Context: an optimization exercise on an open-source flow, tuned for small area, a short achievable clock period and few clock cycles. The choices shown serve that exercise and are no tape-out recipe. Where RTL was checked, it was by simulation tests only, not by an equivalence proof against the original.

==> job 6949 <==
// YK_Core
module YK_Core(
    input  wire        clk,
    input  wire        reset,
    output wire        inst_sram_en,
    output wire [ 3:0] inst_sram_we,
    output wire [31:0] inst_sram_addr,
    output wire [31:0] inst_sram_wdata,
    input  wire [31:0] inst_sram_rdata,
    output wire        data_sram_en,
    output wire [ 3:0] data_sram_we,
    output wire [31:0] data_sram_addr,
    output wire [31:0] data_sram_wdata,
    input  wire [31:0] data_sram_rdata
);
==> flow/config.mk <==
export PLATFORM = sky130hd
export DESIGN_NAME = YK_Core
export DESIGN_NICKNAME = YK_Core
export VERILOG_FILES = /design/flow/design.v
export SDC_FILE = /design/flow/constraint.sdc
export NUM_CORES = 4
export LEC_CHECK = 0
export CAP_MARGIN = 20
export CORE_MARGIN = 2
export CORE_UTILIZATION = 40
export SLEW_MARGIN = 20
==> flow/constraint.sdc <==
create_clock -name core_clock -period 20.0 [get_ports {clk}]
set_input_delay 4.0000 -clock core_clock [delete_from_list [all_inputs] [get_ports {clk}]]
set_output_delay 4.0000 -clock core_clock [all_outputs]
set_load 0.01 [all_outputs]
run.sh (not shown) runs the stock make flow with config.mk's settings and CLKGATE_MAP_FILE= SYNTH_SCRIPT=/design/flow/synth_recipe.tcl, a recipe that flattens the netlist after the stock synthesis.
==> inputs of job 8355, as changes to job 6949 <==
--- a/flow/design.v
+++ b/flow/design.v
@@ -12,30 +12,34 @@
     output wire [31:0] data_sram_wdata,
     input  wire [31:0] data_sram_rdata
 );
     reg  [31:0] e_a, e_b, e_c;    
     reg  [ 4:0] e_rd;
     reg         e_we;             
-    reg         e_add, e_sub, e_slt, e_cs;
+    reg         e_add, e_sub, e_slt, e_sltu;
     reg         e_and, e_or, e_xor, e_nor;
     reg         e_shl, e_shr, e_sra;
     reg         e_mul, e_mulh, e_muls;
     reg         e_link;           
     reg         e_ld, e_st;
     reg  [ 1:0] e_size;           
     reg         e_ldu;
     reg         e_jmp;            
     reg         e_jirl;           
     reg         e_bcc;            
     reg         e_beq;            
+    reg         e_bu;             
     reg         e_binv;           
     reg         e_mcyc;           
     reg  [48:0] e_acc;            
     reg  [31:0] pc;               
-    wire [31:0] sum     = e_a + e_b + {31'b0, e_sub};
-    wire        lt      = $signed({e_cs & e_a[31], e_a}) < $signed({e_cs & e_b[31], e_b});
+    wire        cmp_sub = e_sub | e_slt | e_sltu | e_bcc;
+    wire [32:0] sum33   = {1'b0, e_a} + {1'b0, e_b ^ {32{cmp_sub}}} + {32'b0, cmp_sub};
+    wire [31:0] sum     = sum33[31:0];
+    wire        ltu     = ~sum33[32];
+    wire        lts     = (e_a[31] ^ e_b[31]) ? e_a[31] : sum[31];
     wire        eq      = (e_a == e_b);
     wire [31:0] a_rev;
     genvar gi;
     generate for (gi = 0; gi < 32; gi = gi + 1) begin : g_rev
         assign a_rev[gi] = e_a[31-gi];
     end endgenerate
@@ -44,62 +48,39 @@
     wire [32:0] sh_out = $signed(sh_ext) >>> e_b[4:0];
     wire [31:0] sh_rev;
     generate for (gi = 0; gi < 32; gi = gi + 1) begin : g_rev2
         assign sh_rev[gi] = sh_out[31-gi];
     end endgenerate
     wire        [32:0] m_a  = {e_muls & e_a[31], e_a};
-    wire        [17:0] m_b  = {e_b[17:16] & {2{e_mcyc}}, e_b[15:0]};
+    wire        [16:0] m_b  = e_mcyc ? {e_muls & e_b[31], e_b[31:16]} : {1'b0, e_b[15:0]};
     wire        [32:0] m_ad = e_mcyc ? e_acc[48:16] : 33'b0;
-    wire        [18:0] m_bx = {m_b, 1'b0};
-    reg         [48:0] m_rows [0:8];
-    reg         [48:0] m_negs;
-    integer mi;
-    always @* begin
-        m_negs = 49'b0;
-        for (mi = 0; mi < 9; mi = mi + 1) begin : booth
-            reg b0, b1, b2, one, two, neg;
-            reg [33:0] x;
-            b0  = m_bx[2*mi];
-            b1  = m_bx[2*mi+1];
-            b2  = m_bx[2*mi+2];
-            one = b1 ^ b0;
-            two = (b2 & ~b1 & ~b0) | (~b2 & b1 & b0);
-            neg = b2 & ~(b1 & b0);
-            x   = (({34{one}} & {m_a[32], m_a}) | ({34{two}} & {m_a, 1'b0})) ^ {34{neg}};
-            x[33] = ~x[33];
-            m_rows[mi] = {15'b0, x} << (2*mi);
-            m_negs[2*mi] = neg;
-        end
-    end
-    localparam [48:0] M_K = 49'h1_5555_0000_0000;
-    wire        [48:0] m_s = m_rows[0] + m_rows[1] + m_rows[2] + m_rows[3] + m_rows[4]
-                           + m_rows[5] + m_rows[6] + m_rows[7] + m_rows[8]
-                           + m_negs + {16'b0, ~m_ad[32], m_ad[31:0]} + M_K;
+    wire signed [48:0] m_s  = $signed(m_a) * $signed(m_b) + $signed(m_ad);
     wire        [31:0] mul_res = e_mulh ? m_s[47:16] : {m_s[15:0], e_acc[15:0]};
     wire [ 1:0] ba = sum[1:0];
     wire [ 7:0] ld_byte = ba[1] ? (ba[0] ? data_sram_rdata[31:24] : data_sram_rdata[23:16])
                                 : (ba[0] ? data_sram_rdata[15: 8] : data_sram_rdata[ 7: 0]);
     wire [15:0] ld_half = ba[1] ? data_sram_rdata[31:16] : data_sram_rdata[15:0];
     wire [31:0] ld_res  = e_size[1] ? data_sram_rdata :
                           e_size[0] ? {{16{~e_ldu & ld_half[15]}}, ld_half} :
                                       {{24{~e_ldu & ld_byte[7]}}, ld_byte};
     wire [31:0] alu_res =
           ({32{e_add | e_sub}} & sum)
-        | {31'b0, e_slt & lt}
+        | {31'b0, (e_slt & lts) | (e_sltu & ltu)}
         | ({32{e_and}} & (e_a & e_b))
         | ({32{e_or }} & (e_a | e_b))
         | ({32{e_xor}} & (e_a ^ e_b))
         | ({32{e_nor}} & ~(e_a | e_b))
         | ({32{e_shl}} & sh_rev)
         | ({32{e_shr}} & sh_out[31:0])
         | ({32{e_link}} & e_c);
     wire [31:0] e_res = e_ld ? ld_res : e_mul ? mul_res : alu_res;
     wire stall = e_mul & ~e_mcyc;
+    wire lt       = e_bu ? ltu : lts;
     wire cond     = (e_beq ? eq : lt) ^ e_binv;
-    wire br_go    = e_jmp | (e_bcc & cond);
-    wire [31:0] fetch_pc = e_jirl ? sum : br_go ? e_c : pc;
+    wire redirect = e_jmp | e_jirl | (e_bcc & cond);
+    wire [31:0] fetch_pc = redirect ? (e_jirl ? sum : e_c) : pc;
     assign data_sram_en    = e_ld | e_st;
     assign data_sram_addr  = sum;
     assign data_sram_we    = ~e_st ? 4'b0000 :
                              e_size[1] ? 4'b1111 :
                              e_size[0] ? (ba[1] ? 4'b1100 : 4'b0011) :
                              (4'b0001 << ba);
@@ -154,22 +135,14 @@
     wire i_xor  = g_i12 & (f2 == 3'b111);
     wire d_writes = g_3r | g_i12 | g_shi | g_u20 | d_ld | d_jirl | d_bl;
     wire [4:0] d_rd = d_bl ? 5'd1 : f_rd;
     wire d_we = d_writes & (d_rd != 5'd0);
     wire [4:0]  ra1 = f_rj;
     wire [4:0]  ra2 = g_3r ? f_rk : f_rd;
-    reg  [31:0] rf1, rf2;
-    integer ri;
-    always @* begin
-        rf1 = 32'b0;
-        rf2 = 32'b0;
-        for (ri = 1; ri < 32; ri = ri + 1) begin
-            rf1 = rf1 | ({32{ra1 == ri}} & rf[ri]);
-            rf2 = rf2 | ({32{ra2 == ri}} & rf[ri]);
-        end
-    end
+    wire [31:0] rf1 = (ra1 == 5'd0) ? 32'b0 : rf[ra1];
+    wire [31:0] rf2 = (ra2 == 5'd0) ? 32'b0 : rf[ra2];
     wire        by1 = e_we & (e_rd == ra1);
     wire        by2 = e_we & (e_rd == ra2);
     wire [31:0] v1  = by1 ? e_res : rf1;
     wire [31:0] v2  = by2 ? e_res : rf2;
     wire [31:0] si12  = {{20{ir[21]}}, ir[21:10]};
     wire [31:0] ui12  = {20'b0, ir[21:10]};
@@ -208,38 +181,35 @@
             e_jmp  <= d_jmp;
             e_jirl <= d_jirl;
             e_bcc  <= d_bcc;
         end
     end
     always @(posedge clk) begin
-        if (!stall) begin
+        if (stall) begin
+            e_acc <= m_s;
+        end else begin
             e_a    <= d_a;
+            e_b    <= d_b;
+            e_c    <= d_c;
             e_rd   <= d_rd;
+            e_add  <= r_add | i_add | g_u20 | g_mem | d_bl;
+            e_sub  <= r_sub;
+            e_slt  <= r_slt | i_slt;
+            e_sltu <= r_sltu | i_sltu;
+            e_and  <= r_and | i_and;
+            e_or   <= r_or | i_or;
+            e_xor  <= r_xor | i_xor;
+            e_nor  <= r_nor;
+            e_shl  <= r_sll | (g_shi & ~ir[19] & ~ir[18]);
+            e_shr  <= r_srl | r_sra | (g_shi & (ir[19] | ir[18]));
+            e_sra  <= r_sra | (g_shi & ir[19]);
             e_mulh <= ir[15] | ir[16];
             e_muls <= ~ir[16];
+            e_link <= d_jirl;
+            e_size <= ir[23:22];
+            e_ldu  <= ir[25];
+            e_beq  <= d_beq;
+            e_bu   <= ir[27];
+            e_binv <= ir[26];
         end
     end
-    always @(posedge clk) begin
-        if (stall) e_b <= {{16{e_muls & e_b[31]}}, e_b[31:16]};
-        else       e_b <= d_b ^ {32{r_sub}};
-    end
-    always @(posedge clk) begin
-        e_acc  <= m_s;
-        e_c    <= d_c;
-        e_add  <= r_add | i_add | g_u20 | g_mem | d_bl;
-        e_sub  <= r_sub;
-        e_slt  <= r_slt | i_slt | r_sltu | i_sltu;
-        e_cs   <= r_slt | i_slt | (d_bcc & ~ir[27]);
-        e_and  <= r_and | i_and;
-        e_or   <= r_or | i_or;
-        e_xor  <= r_xor | i_xor;
-        e_nor  <= r_nor;
-        e_shl  <= r_sll | (g_shi & ~ir[19] & ~ir[18]);
-        e_shr  <= r_srl | r_sra | (g_shi & (ir[19] | ir[18]));
-        e_sra  <= r_sra | (g_shi & ir[19]);
-        e_link <= d_jirl;
-        e_size <= ir[23:22];
-        e_ldu  <= ir[25];
-        e_beq  <= d_beq;
-        e_binv <= ir[26];
-    end
 endmodule
==> summary of the runs <==
In job 8355 the sequential share of layout area is lower than in job 6949, by 3.0 points. Job 6949 finished with timing, DRC and antenna clean. Job 8355 completed with no timing, DRC or antenna violations. Non-clock buffer count: job 6949 is higher than job 8355 (75). Setup slack: job 6949 is better than job 8355 (46 ps).
==> figures <==
item	job 6949	job 8355
Outcome	complete, no violations	complete, no violations
Number of diodes	38	13
Maximum number of pins on one net before global-route repair	76	143
Post-Route Utilization	45.6%	44.4%
Synth Area in Compound Gates	22.5%	12.1%
Peak Freq	85.1 MHz	84.8 MHz
Storage cell area	34400 um^2	35700 um^2
Multi-input combinational gate total	4914	5495
Number of cells on the critical path	13	16
Testbench counts of job 6949, summed over its fixed seeds: cycles 52,834.
Only the layout flow was run in job 8355; the RTL was not checked for function there.

[port drivers added, routing unchanged]
How much do the figures lean on ideal ports? The routed layouts below were timed once more, with nothing changed but the port constraints. Step 1, drivers: a clkbuf_16 drives clk and a buf_2 each remaining input, both assumed. Step 2 also shifts input and output timing later by t, the mid clock arrival at the registers, as if the neighbouring blocks saw the same clock. Three values: ideal, step 1, step 2; two values: the first two.
run | shift t [ns] | slack for setup (ns) | latest minus earliest clock arrival (ns) | worst register clock-pin slew, ns
job 6949 | 0.875 | 8.248 / 8.159 / 9.034 | 0.091 / 0.090 | 0.07 / 0.07
job 8355 | 0.847 | 8.203 / 8.117 / 8.964 | 0.044 / 0.043 | 0.07 / 0.07
After both steps every run listed still meets setup and hold.
